From an optimization exercise on the open Yosys and OpenROAD flow, aimed at small area; shortcuts taken in it are not production practice.
In this exercise RTL edits were held to simulation tests only and were not proved equivalent to the original.
Power is estimated from default activity; no workload was simulated.

==> job 4023: inputs <==
==> flow/design.v <==
module connect4(
    input clk,
    input reset,
    input right,
    input left,
    input enter,
    output h_sync,
    output v_sync,
    output [3:0] red,
    output [3:0] green,
    output [3:0] blue,
    output [1:0] win
    );
    integer c, r;
    reg q1, q2;
    wire change = q2 & ~q1;
    wire sel = ~q2 & q1;
    wire won;
    always @(posedge clk or posedge reset)
        if (reset) begin
            q1 <= 1'b0; q2 <= 1'b0;
        end else begin
            q1 <= (~q1 & enter) | (q1 & ~enter) | (q2 & ~q1);
            q2 <= (~q2 & q1 & enter) | (q2 & ~q1 & won) | (q2 & q1 & ~enter);
        end
    reg player;
    always @(posedge clk or posedge reset)
        if (reset) player <= 1'b0;
        else if (change) player <= ~player;
    reg [2:0] A;
    always @(posedge clk or posedge reset)
        if (reset) A <= 3'd0;
        else if (sel) begin
            if (right & ~left) A <= (A == 3'd6) ? 3'd0 : A + 3'd1;
            else if (left & ~right) A <= (A == 3'd0) ? 3'd6 : A - 3'd1;
        end
    reg [6:0] bd [0:6];
    reg F, W;
    reg [5:0] occ [0:6];
    reg [5:0] M [0:6];
    always @(*)
        for (c = 0; c < 7; c = c + 1)
            for (r = 0; r < 6; r = r + 1) begin
                occ[c][r] = |(bd[c] >> (r + 1));
                M[c][r] = occ[c][r] & (bd[c][r] ^ player);
            end
    wire drop = change & ~F;
    always @(posedge clk or posedge reset)
        if (reset) begin
            for (c = 0; c < 7; c = c + 1) bd[c] <= 7'b0000001;
        end else begin
            for (c = 0; c < 7; c = c + 1)
                if (drop && A == c) begin
                    if (~occ[c][0]) bd[c][0] <= player;
                    for (r = 1; r < 6; r = r + 1)
                        if (~occ[c][r]) bd[c][r] <= bd[c][r] ? player : bd[c][r-1];
                    bd[c][6] <= bd[c][6] | bd[c][5];
                end
        end
    reg wm;
    always @(*) begin
        wm = 1'b0;
        for (c = 0; c < 7; c = c + 1)
            for (r = 0; r < 3; r = r + 1)
                wm = wm | (M[c][r] & M[c][r+1] & M[c][r+2] & M[c][r+3]);
        for (c = 0; c < 4; c = c + 1)
            for (r = 0; r < 6; r = r + 1)
                wm = wm | (M[c][r] & M[c+1][r] & M[c+2][r] & M[c+3][r]);
        for (c = 0; c < 4; c = c + 1)
            for (r = 0; r < 3; r = r + 1) begin
                wm = wm | (M[c][r] & M[c+1][r+1] & M[c+2][r+2] & M[c+3][r+3]);
                wm = wm | (M[c][r+3] & M[c+1][r+2] & M[c+2][r+1] & M[c+3][r]);
            end
    end
    assign won = F | wm;
    assign win = {won, F ? W : (wm & ~player)};
    always @(posedge clk or posedge reset)
        if (reset) begin
            F <= 1'b0; W <= 1'b0;
        end else if (~F) begin
            F <= wm; W <= ~player;
        end
    reg [1:0] s;
    wire pe = ~s[1] & s[0];
    reg [2:0] k;
    reg [6:0] o;
    reg [2:0] j;
    reg [6:0] u;
    wire oz = (o == 7'd0);
    wire uz = (u == 7'd0);
    wire hwrap = (k == 3'd7) & oz;
    reg [6:0] ol, ul;
    always @(*) begin
        case (k)
            3'd7, 3'd1, 3'd3: ol = 7'd91;
            3'd0, 3'd2, 3'd4: ol = 7'd90;
            3'd5: ol = 7'd127;
            default: ol = 7'd122;
        endcase
        case (j)
            3'd7, 3'd0, 3'd2, 3'd4: ul = 7'd68;
            3'd1, 3'd3: ul = 7'd67;
            3'd5: ul = 7'd66;
            default: ul = 7'd45;
        endcase
    end
    always @(posedge clk or posedge reset)
        if (reset) begin
            s <= 2'b00; k <= 3'd7; o <= 7'd0; j <= 3'd7; u <= 7'd1;
        end else begin
            s <= {s[0], ~s[1]};
            if (pe) begin
                if (oz) begin
                    k <= k + 3'd1; o <= ol;
                end else
                    o <= o - 7'd1;
                if (hwrap) begin
                    if (uz) begin
                        j <= j + 3'd1; u <= ul;
                    end else
                        u <= u - 7'd1;
                end
            end
        end
    assign h_sync = ~(((k == 3'd6) & (o <= 7'd21)) | ((k == 3'd7) & (o >= 7'd49)));
    assign v_sync = ~((j == 3'd7) & ((u == 7'd34) | (u == 7'd35)));
    wire cellx = ((k <= 3'd5) & (o >= 7'd2)) | ((k == 3'd6) & (o >= 7'd39));
    wire vl = (k <= 3'd5) & (o <= 7'd1);
    wire xb = ((k == 3'd6) & (o == 7'd38)) | hwrap;
    wire hl = ((j <= 3'd5) & (u <= 7'd1)) | ((j >= 3'd6) & uz);
    wire rowon = (j <= 3'd5) & (u >= 7'd2);
    wire cur = (j == 3'd6) & ~uz;
    wire yg = (j != 3'd0);
    reg [6:0] kc;
    reg selb, selo;
    always @(*) begin
        kc = 7'd0;
        for (c = 0; c < 7; c = c + 1)
            kc = kc | ({7{k == c}} & bd[c]);
        selb = 1'b0; selo = 1'b0;
        for (r = 0; r < 6; r = r + 1)
            if (j == r) begin
                selb = kc[r];
                selo = |(kc >> (r + 1));
            end
    end
    wire curs = cur & cellx & (k == A);
    wire white = xb | (vl & yg) | hl;
    wire cellon = cellx & rowon;
    wire cred = F ? W : (selo & selb);
    wire cblue = F ? ~W : (selo & ~selb);
    wire nR = white | (cellon & cred) | (curs & player);
    wire nB = white | (cellon & cblue) | (curs & ~player);
    reg cR, cB;
    always @(posedge clk or posedge reset)
        if (reset) begin
            cR <= 1'b0; cB <= 1'b0;
        end else if (pe) begin
            cR <= nR; cB <= nB;
        end
    assign red = {4{cR}};
    assign blue = {4{cB}};
    assign green = {4{cR & cB}};
endmodule
==> flow/flow/run.sh <==
#!/bin/bash
# Own layout flow: the standard ORFS flow (standard.sh) with a different
# logic synthesis step:
#  - Yosys's half/full adder extraction is off (ha/fa cells marked don't-use),
#    so all logic is mapped by ABC;
#  - ABC runs the area-oriented script flow/abc_area.script;
#  - no insbuf buffers between output ports; clock tree of clkbuf_8 without
#    dummy loads; port buffers are buf_1.
# Everything else (floorplan, power grid, placement, CTS, routing) is the
# standard flow unchanged. Each tool's output goes to a log in this folder.
set -euo pipefail
HERE=$(pwd)
FLOWDIR=$HERE/flow

# synthesis script: ORFS's synth.tcl with the ABC script swapped
sed "s|log_cmd abc {\*}\$abc_args|set abc_args [lreplace \$abc_args 1 1 $FLOWDIR/abc_area.script]\n  log_cmd abc {*}\$abc_args|" \
    "$FLOW_HOME/scripts/synth.tcl" > "$HERE/synth_custom.tcl"
grep -q "abc_area.script" "$HERE/synth_custom.tcl"
# wrapper, as synth_recipe.tcl does it (synth -nofsm -noshare, flatten, rename)
sed "s|source \$::env(SCRIPTS_DIR)/synth.tcl|source $HERE/synth_custom.tcl|" synth_recipe.tcl > "$HERE/my_synth.tcl"
grep -q "synth_custom.tcl" "$HERE/my_synth.tcl"

cp config.mk "$HERE/my_config.mk"
echo "export DONT_USE_CELLS = sky130_fd_sc_hd__ha_1 sky130_fd_sc_hd__ha_2 sky130_fd_sc_hd__ha_4 sky130_fd_sc_hd__fa_1 sky130_fd_sc_hd__fa_2 sky130_fd_sc_hd__fa_4" >> "$HERE/my_config.mk"
# no buffers between output ports that carry the same signal (each port still
# gets its own port buffer at placement)
echo "export SYNTH_INSBUF = 0" >> "$HERE/my_config.mk"
# port buffers: one buf_1 on every input and output port
echo "export BUFFER_PORTS_ARGS = -inputs -outputs -buffer_cell sky130_fd_sc_hd__buf_1" >> "$HERE/my_config.mk"
# clock tree: clkbuf_8 buffers, no dummy loads
echo "export CTS_ARGS = -sink_clustering_enable -repair_clock_nets -buf_list sky130_fd_sc_hd__clkbuf_8 -root_buf sky130_fd_sc_hd__clkbuf_8 -dont_use_dummy_load" >> "$HERE/my_config.mk"

sed -e "s|DESIGN_CONFIG=[^ ]*|DESIGN_CONFIG=$HERE/my_config.mk|" \
    -e "s|SYNTH_SCRIPT=[^ ]*|SYNTH_SCRIPT=$HERE/my_synth.tcl|" standard.sh > "$HERE/my_standard.sh"
grep -q "my_synth.tcl" "$HERE/my_standard.sh"

bash "$HERE/my_standard.sh" > "$HERE/orfs_flow.log" 2>&1
==> flow/flow/abc_area.script <==
&get -n
&st
&deepsyn -J 100 -T 600
&dch -f
&nf -a -R 1000 -F 16 -A 16 -C 32
&put
==> flow/standard.sh <==
#!/bin/bash
# synth_recipe.tcl (not shown) runs the flow's synth.tcl, then flattens the netlist and writes it again
# the make line also repeats each setting of config.mk as NAME=value (left out here)
make -C /OpenROAD-flow-scripts/flow DESIGN_CONFIG=/design/flow/config.mk WORK_HOME=/design/flow/orfs CLKGATE_MAP_FILE= SYNTH_SCRIPT=/design/flow/synth_recipe.tcl "${@:-finish}"
==> flow/config.mk <==
export PLATFORM = sky130hd
export DESIGN_NAME = connect4
export DESIGN_NICKNAME = connect4
export VERILOG_FILES = /design/flow/design.v
export SDC_FILE = /design/flow/constraint.sdc
export NUM_CORES = 4
export LEC_CHECK = 0
export CAP_MARGIN = 0
export CORE_MARGIN = 2
export CORE_UTILIZATION = 60
export SLEW_MARGIN = 0
==> flow/constraint.sdc <==
create_clock -name core_clock -period 10.0 [get_ports {clk}]
set_input_delay 2.0000 -clock core_clock [delete_from_list [all_inputs] [get_ports {clk}]]
set_output_delay 2.0000 -clock core_clock [all_outputs]
set_load 0.01 [all_outputs]
==> job 3094: changes against job 4023 <==
==> flow/flow/abc_area.script (replaced) <==
&get -n
&st
&deepsyn -T 60
&dch -f
&nf -a -R 1000
&put
Settings changed: CAP_MARGIN 0 to 20, SLEW_MARGIN 0 to 20.
==> job 5283: changes against job 4023 <==
Settings changed: CAP_MARGIN 0 to 20, CORE_UTILIZATION 60 to 70, SLEW_MARGIN 0 to 20.
==> job 7206: changes against job 4023 <==
--- a/flow/flow/run.sh
+++ b/flow/flow/run.sh
@@ -6,5 +6,5 @@
 #  - ABC runs the area-oriented script flow/abc_area.script;
 #  - no insbuf buffers between output ports; clock tree of clkbuf_8 without
-#    dummy loads; port buffers are buf_1.
+#    dummy loads.
 # Everything else (floorplan, power grid, placement, CTS, routing) is the
 # standard flow unchanged. Each tool's output goes to a log in this folder.
@@ -26,6 +26,4 @@
 # gets its own port buffer at placement)
 echo "export SYNTH_INSBUF = 0" >> "$HERE/my_config.mk"
-# port buffers: one buf_1 on every input and output port
-echo "export BUFFER_PORTS_ARGS = -inputs -outputs -buffer_cell sky130_fd_sc_hd__buf_1" >> "$HERE/my_config.mk"
 # clock tree: clkbuf_8 buffers, no dummy loads
 echo "export CTS_ARGS = -sink_clustering_enable -repair_clock_nets -buf_list sky130_fd_sc_hd__clkbuf_8 -root_buf sky130_fd_sc_hd__clkbuf_8 -dont_use_dummy_load" >> "$HERE/my_config.mk"
==> flow/flow/abc_area.script (replaced) <==
&get -n
&st
&deepsyn -T 60
&dch -f
&nf -a -R 1000
&put
Settings changed: CAP_MARGIN 0 to 20, SLEW_MARGIN 0 to 20.
==> out/results.tsv <==
stage	metric	value	unit
outcome	status	timing/DRC/antenna clean	
setup_path	worstPathCellList	buf_4, clkinv_1, nand4_1, o311ai_0, a41oi_1, a21oi_1, or4_1, nor4_1, nand3_1, and2_0, buf_1	
placed_design	dp_hpwl	10360	um
route	num_vias	5056	
pwr	clock_net_power	0.186	mW
clock_tree	clk_pin_slew	0.10	ns
setup_path	crit_arrival	4.44	ns
synth	yosys-top-cells-count	nand2_1 (75), dfrtp_1 (67), nor2_1 (53)	
synth	synth_mux_area_frac	0.008685	
Source of the figures above: job 5283

==> out/results.tsv <==
stage	metric	value	unit
synth	synth_mux_area_frac	0.008566	
outcome	status	timing/DRC/antenna clean	
pwr	combPwrFrac	0.356	
setup_path	worstPathCellList	buf_4, clkinv_1, nand4_1, o311ai_0, nand3_1, a22oi_1, nor3_1, nand3_1, nor4_1, nand4_1, and2_0, clkdlybuf4s50_1	
placed_design	dp_hpwl	11780	um
clock_tree	clk_pin_slew	0.10	ns
setup_path	crit_arrival	4.61	ns
route	num_vias	5268	
Source of the figures above: job 7206

==> out/results.tsv <==
stage	metric	value	unit
outcome	status	timing/DRC/antenna clean	
clock_tree	clk_pin_slew	0.09	ns
pwr	clock_net_power	0.191	mW
synth	yosys-top-cells-count	nand2_1 (82), nor2_1 (69), dfrtp_1 (67)	
synth	synth_mux_area_frac	0.008566	
route	num_vias	5213	
placed_design	dp_hpwl	12190	um
setup_path	crit_arrival	4.20	ns
setup_path	worstPathCellList	buf_4, clkinv_1, nand4_1, o311ai_0, nand3_1, a22oi_1, nor3_1, nand3_1, nor4_1, nand4_1, and2_0, buf_1	
Source of the figures above: job 3094

==> out/results.tsv <==
stage	metric	value	unit
floorplan	die_w	95.67	um
outcome	status	timing/DRC/antenna clean	
pwr	clock_net_power	0.187	mW
route	num_vias	4942	
placed_design	dp_hpwl	10960	um
placed_design	numPortBuffers	20	
layout	regMostFlops	bd	
synth	synth_mux_area_frac	0.008685	
global_routing	grt_max_degree	82	
synth	yosys-top-cells-count	nand2_1 (75), dfrtp_1 (67), nor2_1 (53)	
Source of the figures above: job 4023


---

==> v28: inputs <==
Starts from the design.v that is shown in full above.
export LEC_CHECK = 0
export CAP_MARGIN = 20
export CORE_MARGIN = 2
export CORE_UTILIZATION = 65
export PLACE_DENSITY = 0.75
export SLEW_MARGIN = 20
create_clock -name core_clock -period 10.0 [get_ports {clk}]
standard.sh (not shown) runs the stock make flow with config.mk's settings and CLKGATE_MAP_FILE= SYNTH_SCRIPT=/design/flow/synth_recipe.tcl, a recipe that flattens the netlist after the stock synthesis.
==> flow/flow/run.sh <==
#!/bin/bash
# Own layout flow: the standard ORFS flow (standard.sh) with a different
# logic synthesis step:
#  - Yosys's half/full adder extraction is off (ha/fa cells marked don't-use),
#    so all logic is mapped by ABC;
#  - ABC runs the area-oriented script flow/abc_area.script;
#  - no insbuf buffers between output ports; clock tree of clkbuf_8 without
#    dummy loads.
# Everything else (floorplan, power grid, placement, CTS, routing) is the
# standard flow unchanged. Each tool's output goes to a log in this folder.
set -euo pipefail
HERE=$(pwd)
FLOWDIR=$HERE/flow

# synthesis script: ORFS's synth.tcl with the ABC script swapped
sed "s|log_cmd abc {\*}\$abc_args|set abc_args [lreplace \$abc_args 1 1 $FLOWDIR/abc_area.script]\n  log_cmd abc {*}\$abc_args|" \
    "$FLOW_HOME/scripts/synth.tcl" > "$HERE/synth_custom.tcl"
grep -q "abc_area.script" "$HERE/synth_custom.tcl"
# wrapper, as synth_recipe.tcl does it (synth -nofsm -noshare, flatten, rename)
sed "s|source \$::env(SCRIPTS_DIR)/synth.tcl|source $HERE/synth_custom.tcl|" synth_recipe.tcl > "$HERE/my_synth.tcl"
grep -q "synth_custom.tcl" "$HERE/my_synth.tcl"

cp config.mk "$HERE/my_config.mk"
echo "export DONT_USE_CELLS = sky130_fd_sc_hd__ha_1 sky130_fd_sc_hd__ha_2 sky130_fd_sc_hd__ha_4 sky130_fd_sc_hd__fa_1 sky130_fd_sc_hd__fa_2 sky130_fd_sc_hd__fa_4" >> "$HERE/my_config.mk"
# no buffers between output ports that carry the same signal (each port still
# gets its own port buffer at placement)
echo "export SYNTH_INSBUF = 0" >> "$HERE/my_config.mk"
# clock tree: clkbuf_8 buffers, no dummy loads
echo "export CTS_ARGS = -sink_clustering_enable -repair_clock_nets -buf_list sky130_fd_sc_hd__clkbuf_8 -root_buf sky130_fd_sc_hd__clkbuf_8 -dont_use_dummy_load" >> "$HERE/my_config.mk"

sed -e "s|DESIGN_CONFIG=[^ ]*|DESIGN_CONFIG=$HERE/my_config.mk|" \
    -e "s|SYNTH_SCRIPT=[^ ]*|SYNTH_SCRIPT=$HERE/my_synth.tcl|" standard.sh > "$HERE/my_standard.sh"
grep -q "my_synth.tcl" "$HERE/my_standard.sh"

bash "$HERE/my_standard.sh" > "$HERE/orfs_flow.log" 2>&1
==> flow/flow/abc_area.script <==
&get -n
&st
&deepsyn -T 30
&dch -f
&nf -a
&put
topo
stime -c
upsize -c
dnsize -c
==> v35 (differences from v28) <==
==> flow/design.v, changed modules only <==
module connect4(
    input clk,
    input reset,
    input right,
    input left,
    input enter,
    output h_sync,
    output v_sync,
    output [3:0] red,
    output [3:0] green,
    output [3:0] blue,
    output [1:0] win
    );
    integer c, r;
    reg q1, q2;
    wire change = q2 & ~q1;
    wire sel = ~q2 & q1;
    wire won;
    always @(posedge clk or posedge reset)
        if (reset) begin
            q1 <= 1'b0; q2 <= 1'b0;
        end else begin
            q1 <= (~q1 & enter) | (q1 & ~enter) | (q2 & ~q1);
            q2 <= (~q2 & q1 & enter) | (q2 & ~q1 & won) | (q2 & q1 & ~enter);
        end
    reg player;
    always @(posedge clk or posedge reset)
        if (reset) player <= 1'b0;
        else if (change) player <= ~player;
    reg [2:0] A;
    always @(posedge clk or posedge reset)
        if (reset) A <= 3'd0;
        else if (sel) begin
            if (right & ~left) A <= (A == 3'd6) ? 3'd0 : A + 3'd1;
            else if (left & ~right) A <= (A == 3'd0) ? 3'd6 : A - 3'd1;
        end
    reg [6:0] bd [0:6];
    reg F, W;
    reg [5:0] occ [0:6];
    reg [5:0] M [0:6];
    always @(*)
        for (c = 0; c < 7; c = c + 1)
            for (r = 0; r < 6; r = r + 1) begin
                occ[c][r] = |(bd[c] >> (r + 1));
                M[c][r] = occ[c][r] & (bd[c][r] ^ player);
            end
    wire drop = change & ~F;
    always @(posedge clk or posedge reset)
        if (reset) begin
            for (c = 0; c < 7; c = c + 1) bd[c] <= 7'b0000001;
        end else begin
            for (c = 0; c < 7; c = c + 1)
                if (drop && A == c) begin
                    if (~occ[c][0]) bd[c][0] <= player;
                    for (r = 1; r < 6; r = r + 1)
                        if (~occ[c][r]) bd[c][r] <= bd[c][r] ? player : bd[c][r-1];
                    bd[c][6] <= bd[c][6] | bd[c][5];
                end
        end
    wire wm =
        (M[0][2] & M[0][3] & ((M[0][1] & (M[0][0] | M[0][4])) | (M[0][4] & M[0][5]))) |
        (M[1][2] & M[1][3] & ((M[1][1] & (M[1][0] | M[1][4])) | (M[1][4] & M[1][5]))) |
        (M[2][2] & M[2][3] & ((M[2][1] & (M[2][0] | M[2][4])) | (M[2][4] & M[2][5]))) |
        (M[3][2] & M[3][3] & ((M[3][1] & (M[3][0] | M[3][4])) | (M[3][4] & M[3][5]))) |
        (M[4][2] & M[4][3] & ((M[4][1] & (M[4][0] | M[4][4])) | (M[4][4] & M[4][5]))) |
        (M[5][2] & M[5][3] & ((M[5][1] & (M[5][0] | M[5][4])) | (M[5][4] & M[5][5]))) |
        (M[6][2] & M[6][3] & ((M[6][1] & (M[6][0] | M[6][4])) | (M[6][4] & M[6][5]))) |
        (M[3][0] & ((M[2][0] & ((M[1][0] & (M[0][0] | M[4][0])) | (M[4][0] & M[5][0]))) | (M[4][0] & M[5][0] & M[6][0]))) |
        (M[3][1] & ((M[2][1] & ((M[1][1] & (M[0][1] | M[4][1])) | (M[4][1] & M[5][1]))) | (M[4][1] & M[5][1] & M[6][1]))) |
        (M[3][2] & ((M[2][2] & ((M[1][2] & (M[0][2] | M[4][2])) | (M[4][2] & M[5][2]))) | (M[4][2] & M[5][2] & M[6][2]))) |
        (M[3][3] & ((M[2][3] & ((M[1][3] & (M[0][3] | M[4][3])) | (M[4][3] & M[5][3]))) | (M[4][3] & M[5][3] & M[6][3]))) |
        (M[3][4] & ((M[2][4] & ((M[1][4] & (M[0][4] | M[4][4])) | (M[4][4] & M[5][4]))) | (M[4][4] & M[5][4] & M[6][4]))) |
        (M[3][5] & ((M[2][5] & ((M[1][5] & (M[0][5] | M[4][5])) | (M[4][5] & M[5][5]))) | (M[4][5] & M[5][5] & M[6][5]))) |
        (M[0][2] & M[1][3] & M[2][4] & M[3][5]) |
        (M[1][2] & M[2][3] & M[3][4] & (M[0][1] | M[4][5])) |
        (M[2][2] & M[3][3] & ((M[1][1] & (M[0][0] | M[4][4])) | (M[4][4] & M[5][5]))) |
        (M[3][2] & M[4][3] & ((M[2][1] & (M[1][0] | M[5][4])) | (M[5][4] & M[6][5]))) |
        (M[3][1] & M[4][2] & M[5][3] & (M[2][0] | M[6][4])) |
        (M[3][0] & M[4][1] & M[5][2] & M[6][3]) |
        (M[0][3] & M[1][2] & M[2][1] & M[3][0]) |
        (M[1][3] & M[2][2] & M[3][1] & (M[0][4] | M[4][0])) |
        (M[2][3] & M[3][2] & ((M[1][4] & (M[0][5] | M[4][1])) | (M[4][1] & M[5][0]))) |
        (M[3][3] & M[4][2] & ((M[2][4] & (M[1][5] | M[5][1])) | (M[5][1] & M[6][0]))) |
        (M[3][4] & M[4][3] & M[5][2] & (M[2][5] | M[6][1])) |
        (M[3][5] & M[4][4] & M[5][3] & M[6][2]);
    assign won = F | wm;
    assign win = {won, F ? W : (wm & ~player)};
    always @(posedge clk or posedge reset)
        if (reset) begin
            F <= 1'b0; W <= 1'b0;
        end else if (~F) begin
            F <= wm; W <= ~player;
        end
    reg [1:0] s;
    wire pe = ~s[1] & s[0];
    reg [2:0] k;
    reg [6:0] o;
    reg [2:0] j;
    reg [6:0] u;
    wire oz = (o == 7'd0);
    wire uz = (u == 7'd0);
    wire hwrap = (k == 3'd7) & oz;
    reg [6:0] ol, ul;
    always @(*) begin
        case (k)
            3'd7, 3'd1, 3'd3: ol = 7'd91;
            3'd0, 3'd2, 3'd4: ol = 7'd90;
            3'd5: ol = 7'd127;
            default: ol = 7'd122;
        endcase
        case (j)
            3'd7, 3'd0, 3'd2, 3'd4: ul = 7'd68;
            3'd1, 3'd3: ul = 7'd67;
            3'd5: ul = 7'd66;
            default: ul = 7'd45;
        endcase
    end
    always @(posedge clk or posedge reset)
        if (reset) begin
            s <= 2'b00; k <= 3'd7; o <= 7'd0; j <= 3'd7; u <= 7'd1;
        end else begin
            s <= {s[0], ~s[1]};
            if (pe) begin
                if (oz) begin
                    k <= k + 3'd1; o <= ol;
                end else
                    o <= o - 7'd1;
                if (hwrap) begin
                    if (uz) begin
                        j <= j + 3'd1; u <= ul;
                    end else
                        u <= u - 7'd1;
                end
            end
        end
    assign h_sync = ~(((k == 3'd6) & (o <= 7'd21)) | ((k == 3'd7) & (o >= 7'd49)));
    assign v_sync = ~((j == 3'd7) & ((u == 7'd34) | (u == 7'd35)));
    wire cellx = ((k <= 3'd5) & (o >= 7'd2)) | ((k == 3'd6) & (o >= 7'd39));
    wire vl = (k <= 3'd5) & (o <= 7'd1);
    wire xb = ((k == 3'd6) & (o == 7'd38)) | hwrap;
    wire hl = ((j <= 3'd5) & (u <= 7'd1)) | ((j >= 3'd6) & uz);
    wire rowon = (j <= 3'd5) & (u >= 7'd2);
    wire cur = (j == 3'd6) & ~uz;
    wire yg = (j != 3'd0);
    reg [6:0] kc;
    reg selb, selo;
    always @(*) begin
        kc = 7'd0;
        for (c = 0; c < 7; c = c + 1)
            kc = kc | ({7{k == c}} & bd[c]);
        selb = 1'b0; selo = 1'b0;
        for (r = 0; r < 6; r = r + 1)
            if (j == r) begin
                selb = kc[r];
                selo = |(kc >> (r + 1));
            end
    end
    wire curs = cur & cellx & (k == A);
    wire white = xb | (vl & yg) | hl;
    wire cellon = cellx & rowon;
    wire cred = F ? W : (selo & selb);
    wire cblue = F ? ~W : (selo & ~selb);
    wire nR = white | (cellon & cred) | (curs & player);
    wire nB = white | (cellon & cblue) | (curs & ~player);
    reg cR, cB;
    always @(posedge clk or posedge reset)
        if (reset) begin
            cR <= 1'b0; cB <= 1'b0;
        end else if (pe) begin
            cR <= nR; cB <= nB;
        end
    assign red = {4{cR}};
    assign blue = {4{cB}};
    assign green = {4{cR & cB}};
endmodule
--- a/flow/flow/run.sh
+++ b/flow/flow/run.sh
@@ -6,5 +6,5 @@
 #  - ABC runs the area-oriented script flow/abc_area.script;
 #  - no insbuf buffers between output ports; clock tree of clkbuf_8 without
-#    dummy loads.
+#    dummy loads; port buffers are buf_1.
 # Everything else (floorplan, power grid, placement, CTS, routing) is the
 # standard flow unchanged. Each tool's output goes to a log in this folder.
@@ -26,4 +26,6 @@
 # gets its own port buffer at placement)
 echo "export SYNTH_INSBUF = 0" >> "$HERE/my_config.mk"
+# port buffers: one buf_1 on every input and output port
+echo "export BUFFER_PORTS_ARGS = -inputs -outputs -buffer_cell sky130_fd_sc_hd__buf_1" >> "$HERE/my_config.mk"
 # clock tree: clkbuf_8 buffers, no dummy loads
 echo "export CTS_ARGS = -sink_clustering_enable -repair_clock_nets -buf_list sky130_fd_sc_hd__clkbuf_8 -root_buf sky130_fd_sc_hd__clkbuf_8 -dont_use_dummy_load" >> "$HERE/my_config.mk"
==> flow/flow/abc_area.script (replaced) <==
&get -n
&st
&deepsyn -J 100 -T 600
&dch -f
&nf -a -R 1000 -F 16 -A 16 -C 32
&put
CORE_UTILIZATION = 75   (was 65)
PLACE_DENSITY = default   (was 0.75)
==> comparison table <==
Result of the run: v35 timing/DRC/antenna clean; v28 timing/DRC/antenna clean
Power in the clock group: v35 180 µW; v28 193 µW
Starting DRC count in detailed routing: v35 1,011; v28 509
Worst setup skew after layout: v35 0.0346 ns; v28 0.0308 ns
Die area: v35 0.00735 mm²; v28 0.00865 mm²
Fraction of standard cell area in multi-input logic: v35 0.542; v28 0.544
Finished layout cell area: v35 0.00536 mm²; v28 0.00563 mm²
Post-synth design cell area: v35 0.00501 mm²; v28 0.00515 mm²
Routability cong.: v35 1.15; v28 1.07
Utilization after layout: v35 0.839; v28 0.732
Mean Syn Cell Area: v35 8.59 µm²; v28 8.61 µm²
Routed met1 length: v35 5.40 mm; v28 6.21 mm
Slew at the pin with the worst max-slew slack: v35 0.909 ns; v28 1.09 ns
Area after detailed placement: v35 0.00520 mm²; v28 0.00550 mm²
Avg Vias per Cell: v35 7.28; v28 7.22
Critical path origin: v35 bd[1][6]$_DFFE_PP0P_; v28 player$_DFFE_PP0P_
DR WL met3: v35 1.64 mm; v28 1.76 mm
Site Rows: v35 29; v28 32
Number of well taps: v35 77; v28 102
Worst relative slew slack: v35 0.393; v28 0.267
Worst-case register-to-register setup slack: v35 6.31 ns; v28 6.72 ns
Synth-to-Final Area Change: v35 6.95%; v28 9.33%
Delay of the slowest cell on the worst path: v35 0.61 ns; v28 0.69 ns

-- what the ideal ports hide --
No port has a modelled driver above. Below, the same layouts with a new extraction and two added sets of constraints.
Step 1 sets driving cells, clkbuf_16 on the clock port and buf_2 on the other inputs (assumed; they add their load-dependent delay and slew).
Step 2 moves the port delays by t, midway between the first and last clock arrival at a register: inputs arrive t later, outputs are due t later. That takes back most of the time a late clock gives input paths.
Three values: ideal ports, drivers, drivers and shift; two values: the first two.
run | t, ns | setup slack, ns | worst hold slack (ns) | worst data-port slew with drivers (ns) | pins driven straight from the clock port
job 4023 | 0.394 | 3.941 / 3.904 / 4.298 | 0.391 / 0.391 / 0.391 | 0.03 | 1
job 3094 | 0.387 | 3.801 / 3.764 / 4.151 | 0.427 / 0.427 / 0.427 | 0.03 | 1
job 5283 | 0.395 | 3.556 / 3.523 / 3.918 | 0.389 / 0.389 / 0.389 | 0.03 | 1
job 7206 | 0.372 | 3.386 / 3.352 / 3.725 | 0.411 / 0.411 / 0.411 | 0.03 | 1
v28 | 0.394 | 3.992 / 3.954 / 4.348 | 0.413 / 0.413 / 0.413 | 0.03 | 1
v35 | 0.370 | 4.172 / 4.140 / 4.510 | 0.414 / 0.414 / 0.414 | 0.03 | 1
After both steps every run listed still meets setup and hold.
